This is an optimization exercise on Yosys and OpenROAD, whose aim is small area, a short achievable clock period and few clock cycles, not a production implementation.
In this exercise RTL edits were held to simulation tests only and were not proved equivalent to the original.
Power and IR drop assume default switching activity.

run A:
==> flow/design.v (excerpt) <==
module control_top(
    output logic [15:0] imem_addr,
    input  logic [31:0] imem_rdata,
    output logic [15:0] dmem_addr,
    output logic [63:0] dmem_wdata,
    output logic dmem_we,
    input  logic [63:0] dmem_rdata,
    output logic halted,
    input logic clk,
    input logic reset
);
export LEC_CHECK = 0
export CAP_MARGIN = 20
export CORE_MARGIN = 2
export CORE_UTILIZATION = 30
export PLACE_DENSITY = 0.5
export SLEW_MARGIN = 40
export SYNTH_HIERARCHICAL = 1
create_clock -name core_clock -period 10.0 [get_ports {clk}]
standard.sh (not shown) runs the stock make flow with config.mk's settings and CLKGATE_MAP_FILE= SYNTH_SCRIPT=/design/flow/synth_recipe.tcl, a recipe that flattens the netlist after the stock synthesis.
==> flow/flow/run.sh <==
#!/bin/bash
# The standard layout (the standard.sh: ORFS synthesis to final layout) with
# two changes: repair_timing aims for 6.2 ns of setup slack instead of 0, so the
# resizer keeps working on paths well below the 10 ns clock period; and it may
# resize cells to other drive strengths before global routing too
# (MATCH_CELL_FOOTPRINT=0; the platform's default allows only same-footprint
# swaps there).
# Should the incremental reroute after the post-global-route repair stop on an
# overflowing gcell, global routing is redone without that repair.
# make's full output goes to the flow_*.log files in this folder; ORFS keeps
# each tool's own log under orfs/logs/.
set -uo pipefail
M="SETUP_SLACK_MARGIN=6.2 MATCH_CELL_FOOTPRINT=0"
bash standard.sh $M cts > flow_cts.log 2>&1 || exit 1
if ! bash standard.sh $M grt > flow_grt.log 2>&1; then
    bash standard.sh $M SKIP_INCREMENTAL_REPAIR=1 grt > flow_grt2.log 2>&1 || exit 1
fi
bash standard.sh $M finish > flow_finish.log 2>&1 || exit 1
Run A: PASS, flow complete, no timing, DRC or antenna violations
Testbench counts of run A, summed over its fixed seeds: cycles 36,338.
Input-level comparison between run B and run A:
- SLEW_MARGIN now 60, was 40
[summary]
- From run A to run B the numbers moved as follows: post-route fraction of the period consumed by the critical path +0.75 points, clock insertion delay at the later pin of the skew report level, count of cells resized by post-cts repair went up about 5%, core utilization increased 0.81 points.
- Relative to run A, area of all placed cells without fillers has increased by 3400 um^2 in run B.
- Power essentially unchanged between run B and run A.
- Relative to run A, time the final worst path needs with I/O delays and setup increased by 0.075 ns in run B.
- Run B | stages: all done | timing, DRC, antenna: all pass
- Sequential share of layout area ends up higher on run A.
- Hold buffer count at cts: run A vs run B, no meaningful difference
- Summary of run B over run A: share of total power in combinational logic closely matched the old numbers; fmax decreased by 1.9% relative to the old numbers.

---

Setup of the baseline:
control_top, a different RTL version from the one above (not shown whole).
Size in the first run: ~9200 cells after synthesis, ~200 I/O pins, about 130000 sq um of cells after synthesis.
==> flow/config.mk <==
export PLATFORM = sky130hd
export DESIGN_NAME = control_top
export DESIGN_NICKNAME = control_top
export VERILOG_FILES = /design/flow/design.v
export SDC_FILE = /design/flow/constraint.sdc
export NUM_CORES = 8
export LEC_CHECK = 0
export CAP_MARGIN = 20
export CORE_MARGIN = 2
export CORE_UTILIZATION = 30
export PLACE_DENSITY = 0.65
export SLEW_MARGIN = 40
export SYNTH_HIERARCHICAL = 1
==> flow/constraint.sdc <==
create_clock -name core_clock -period 10.0 [get_ports {clk}]
set_input_delay 2.0000 -clock core_clock [delete_from_list [all_inputs] [get_ports {clk}]]
set_output_delay 2.0000 -clock core_clock [all_outputs]
set_load 0.01 [all_outputs]
Scripts as last shown in full above: flow/flow/run.sh
The baseline | status: complete | timing, DRC, antenna: pass
Testbench counts of the baseline, summed over its fixed seeds: cycles 36,338.
What the candidate does differently from the baseline at the input level:
==> flow/flow/run.sh <==
#!/bin/bash
# The standard layout (the standard.sh: ORFS synthesis to final layout) with
# these changes:
#  - repair_timing aims for 6.4 ns of setup slack instead of 0, so the resizer
#    keeps working on paths well below the 10 ns clock period;
#  - it may resize cells to other drive strengths before global routing too
#    (MATCH_CELL_FOOTPRINT=0; the platform's default allows only same-footprint
#    swaps there);
#  - the buffer that every input and output port gets is a buf_4 rather than
#    the delay cell buffer_ports picks by itself.
# Should the incremental reroute after the post-global-route repair stop on an
# overflowing gcell, global routing is redone without that repair.
# make's full output goes to the flow_*.log files in this folder; ORFS keeps
# each tool's own log under orfs/logs/.
set -uo pipefail
M=(SETUP_SLACK_MARGIN=6.4 MATCH_CELL_FOOTPRINT=0 "BUFFER_PORTS_ARGS=-buffer_cell sky130_fd_sc_hd__buf_4")
bash standard.sh "${M[@]}" cts > flow_cts.log 2>&1 || exit 1
if ! bash standard.sh "${M[@]}" grt > flow_grt.log 2>&1; then
    bash standard.sh "${M[@]}" SKIP_INCREMENTAL_REPAIR=1 grt > flow_grt2.log 2>&1 || exit 1
fi
bash standard.sh "${M[@]}" finish > flow_finish.log 2>&1 || exit 1
[summary]
The candidate closes out successfully: all stages finished, all timing, DRC and antenna checks passed. Cmp the candidate vs the baseline: number of setup buffers added after CTS higher in the candidate. The candidate against the baseline: final worst-path setup slack saw an increase, critical path arrival saw a decrease. Of the two values seen for origin of the worst setup path, shAE[0] was produced by the candidate and opB[16] by the baseline.

---

== 09-18 ==
Another version of the RTL of control_top (not shown whole).
For scale: roughly 9,300 cells after synthesis, roughly 200 I/O pins.
clock: 10.0 ns
lec_check: 0
cap_margin: 20
core_margin: 2
core_utilization: 30
place_density: 0.55
slew_margin: 50
synth_hierarchical: 1
==> flow/flow/run.sh <==
#!/bin/bash
# The standard layout (the standard.sh: ORFS synthesis to final layout) with
# these changes:
#  - repair_timing aims for 6.4 ns of setup slack instead of 0, so the resizer
#    keeps working on paths well below the 10 ns clock period;
#  - it may resize cells to other drive strengths before global routing too
#    (MATCH_CELL_FOOTPRINT=0; the platform's default allows only same-footprint
#    swaps there);
#  - the buffer that every input and output port gets is a buf_4 rather than
#    the delay cell buffer_ports picks by itself.
# Should the incremental reroute after the post-global-route repair stop on an
# overflowing gcell, global routing is redone without that repair.
# make's full output goes to the flow_*.log files in this folder; ORFS keeps
# each tool's own log under orfs/logs/.
set -uo pipefail
M=(SETUP_SLACK_MARGIN=6.4 MATCH_CELL_FOOTPRINT=0 "BUFFER_PORTS_ARGS=-buffer_cell sky130_fd_sc_hd__buf_4")
bash standard.sh "${M[@]}" cts > flow_cts.log 2>&1 || exit 1
if ! bash standard.sh "${M[@]}" grt > flow_grt.log 2>&1; then
    bash standard.sh "${M[@]}" SKIP_INCREMENTAL_REPAIR=1 grt > flow_grt2.log 2>&1 || exit 1
fi
bash standard.sh "${M[@]}" finish > flow_finish.log 2>&1 || exit 1
09-18 went all the way through synthesis, placement and routing and the layout is clean on timing, DRC and antenna.
Testbench counts of 09-18, summed over its fixed seeds: cycles 36,338.
What 12-07 does differently from 09-18 at the input level:
# 09-18
export LEC_CHECK = 0
export CAP_MARGIN = 20
export CORE_MARGIN = 2
export CORE_UTILIZATION = 30
export PLACE_DENSITY = 0.55
export SLEW_MARGIN = 50
export SYNTH_HIERARCHICAL = 1
create_clock -name core_clock -period 10.0 [get_ports {clk}]
# 12-07
export LEC_CHECK = 0
export CAP_MARGIN = 20
export CORE_MARGIN = 2
export CORE_UTILIZATION = 30
export PLACE_DENSITY = 0.6
export SLEW_MARGIN = 40
export SYNTH_HIERARCHICAL = 1
create_clock -name core_clock -period 10.0 [get_ports {clk}]
==> flow/flow/run.sh <==
#!/bin/bash
# The standard layout (the standard.sh: ORFS synthesis to final layout) with
# these changes:
#  - repair_timing aims for 6.5 ns of setup slack instead of 0, so the resizer
#    keeps working on paths well below the 10 ns clock period;
#  - it may resize cells to other drive strengths before global routing too
#    (MATCH_CELL_FOOTPRINT=0; the platform's default allows only same-footprint
#    swaps there);
#  - the buffer that every input and output port gets is a buf_4 rather than
#    the delay cell buffer_ports picks by itself.
# Should the incremental reroute after the post-global-route repair stop on an
# overflowing gcell, global routing is redone without that repair.
# make's full output goes to the flow_*.log files in this folder; ORFS keeps
# each tool's own log under orfs/logs/.
set -uo pipefail
M=(SETUP_SLACK_MARGIN=6.5 MATCH_CELL_FOOTPRINT=0 "BUFFER_PORTS_ARGS=-buffer_cell sky130_fd_sc_hd__buf_4")
bash standard.sh "${M[@]}" cts > flow_cts.log 2>&1 || exit 1
if ! bash standard.sh "${M[@]}" grt > flow_grt.log 2>&1; then
    bash standard.sh "${M[@]}" SKIP_INCREMENTAL_REPAIR=1 grt > flow_grt2.log 2>&1 || exit 1
fi
bash standard.sh "${M[@]}" finish > flow_finish.log 2>&1 || exit 1
Results
- The estimated wirelength of the detail-placed design of 12-07 falls short of that of 09-18 by 8.3%.
- shAE[1] as the startpoint of the worst setup timing path was reported by 09-18, and rfv[15] by 12-07.
- As of 12-07, via count had risen slightly compared to 09-18.
- Max shortest clock period the worst path allows after layout across 12-07 and 09-18: 12-07

---

Setup of rev 12:
Another version of the RTL of control_top (not shown whole).
Size: about 9200 cells after synthesis, ~200 I/O pins, ~130000 um^2 of cells after synthesis.
==> flow/config.mk <==
export PLATFORM = sky130hd
export DESIGN_NAME = control_top
export DESIGN_NICKNAME = control_top
export VERILOG_FILES = /design/flow/design.v
export SDC_FILE = /design/flow/constraint.sdc
export NUM_CORES = 8
export LEC_CHECK = 0
export CAP_MARGIN = 20
export CORE_MARGIN = 2
export CORE_UTILIZATION = 35
export PLACE_DENSITY = 0.6
export SLEW_MARGIN = 40
export SYNTH_HIERARCHICAL = 1
==> flow/constraint.sdc <==
create_clock -name core_clock -period 10.0 [get_ports {clk}]
set_input_delay 2.0000 -clock core_clock [delete_from_list [all_inputs] [get_ports {clk}]]
set_output_delay 2.0000 -clock core_clock [all_outputs]
set_load 0.01 [all_outputs]
==> flow/flow/run.sh <==
#!/bin/bash
# The standard layout (the standard.sh: ORFS synthesis to final layout) with
# these changes:
#  - repair_timing aims for 6.4 ns of setup slack instead of 0, so the resizer
#    keeps working on paths well below the 10 ns clock period;
#  - it may resize cells to other drive strengths before global routing too
#    (MATCH_CELL_FOOTPRINT=0; the platform's default allows only same-footprint
#    swaps there);
#  - the buffer that every input and output port gets is a buf_4 rather than
#    the delay cell buffer_ports picks by itself.
# Should the incremental reroute after the post-global-route repair stop on an
# overflowing gcell, global routing is redone without that repair.
# make's full output goes to the flow_*.log files in this folder; ORFS keeps
# each tool's own log under orfs/logs/.
set -uo pipefail
M=(SETUP_SLACK_MARGIN=6.4 MATCH_CELL_FOOTPRINT=0 "BUFFER_PORTS_ARGS=-buffer_cell sky130_fd_sc_hd__buf_4")
bash standard.sh "${M[@]}" cts > flow_cts.log 2>&1 || exit 1
if ! bash standard.sh "${M[@]}" grt > flow_grt.log 2>&1; then
    bash standard.sh "${M[@]}" SKIP_INCREMENTAL_REPAIR=1 grt > flow_grt2.log 2>&1 || exit 1
fi
bash standard.sh "${M[@]}" finish > flow_finish.log 2>&1 || exit 1
Testbench counts of rev 12, summed over its fixed seeds: cycles 36,338.
Inputs modified between rev 12 and rev 13:
- CORE_UTILIZATION: 35 -> 30
Going from rev 12 to rev 13, proportion of cell area occupied by registers comparable, first-iteration DRC count now smaller. Setup slack: rev 13 more than rev 12. For the total power, rev 13 came in about 0.9% lower than rev 12 did. From rev 13 to rev 12, cell area after technology mapping did not move at all. Relative to rev 12, clock share of power decreased by 0.8 points in rev 13. From rev 12 to rev 13 the numbers moved as follows: cell area ~0 delta, share of the cycle needed by the critical path after routing -1.3 points, number of tap cells added at floorplan +871, via count -1406.

==> what the ideal ports hide <==
How much do the figures lean on ideal ports? The routed layouts below were timed once more, with nothing changed but the port constraints. Step 1 (the two cells are an assumption about what drives the block):
set clk [get_ports {clk}]
set_driving_cell -lib_cell sky130_fd_sc_hd__clkbuf_16 $clk
set_driving_cell -lib_cell sky130_fd_sc_hd__buf_2 [delete_from_list [all_inputs] $clk]
Step 2 times the ports against the registers' clock, not the clock port: input delays grow and output delays shrink by t, the midpoint of the rising clock arrivals with the driver on. Three values: ideal ports, drivers, drivers and shift; two values: the first two.
| run | t (ns) | setup slack, ns | latest minus earliest clock arrival (ns) | worst slew at a driven data input, ns |
|---|---|---|---|---|
| run A | 1.049 | 6.092 / 6.092 / 5.775 | 0.071 / 0.070 | 0.08 |
| run B | 1.043 | 6.017 / 6.017 / 5.845 | 0.072 / 0.072 | 0.08 |
| the baseline | 0.981 | 5.927 / 5.927 / 5.619 | 0.128 / 0.128 | 0.23 |
| the candidate | 0.995 | 6.058 / 6.058 / 6.058 | 0.090 / 0.090 | 0.27 |
| 09-18 | 1.060 | 6.339 / 6.282 / 6.134 | 0.090 / 0.091 | 0.30 |
| 12-07 | 1.055 | 6.273 / 6.221 / 6.270 | 0.126 / 0.126 | 0.11 |
| rev 12 | 1.060 | 6.227 / 6.227 / 6.179 | 0.090 / 0.090 | 0.22 |
| rev 13 | 1.041 | 6.359 / 6.291 / 6.276 | 0.096 / 0.096 | 0.27 |
After both steps every run listed still meets setup and hold. For run A, which loses most, drivers alone change the setup slack by 0.000 ns; drivers and shift together by -0.317 ns.
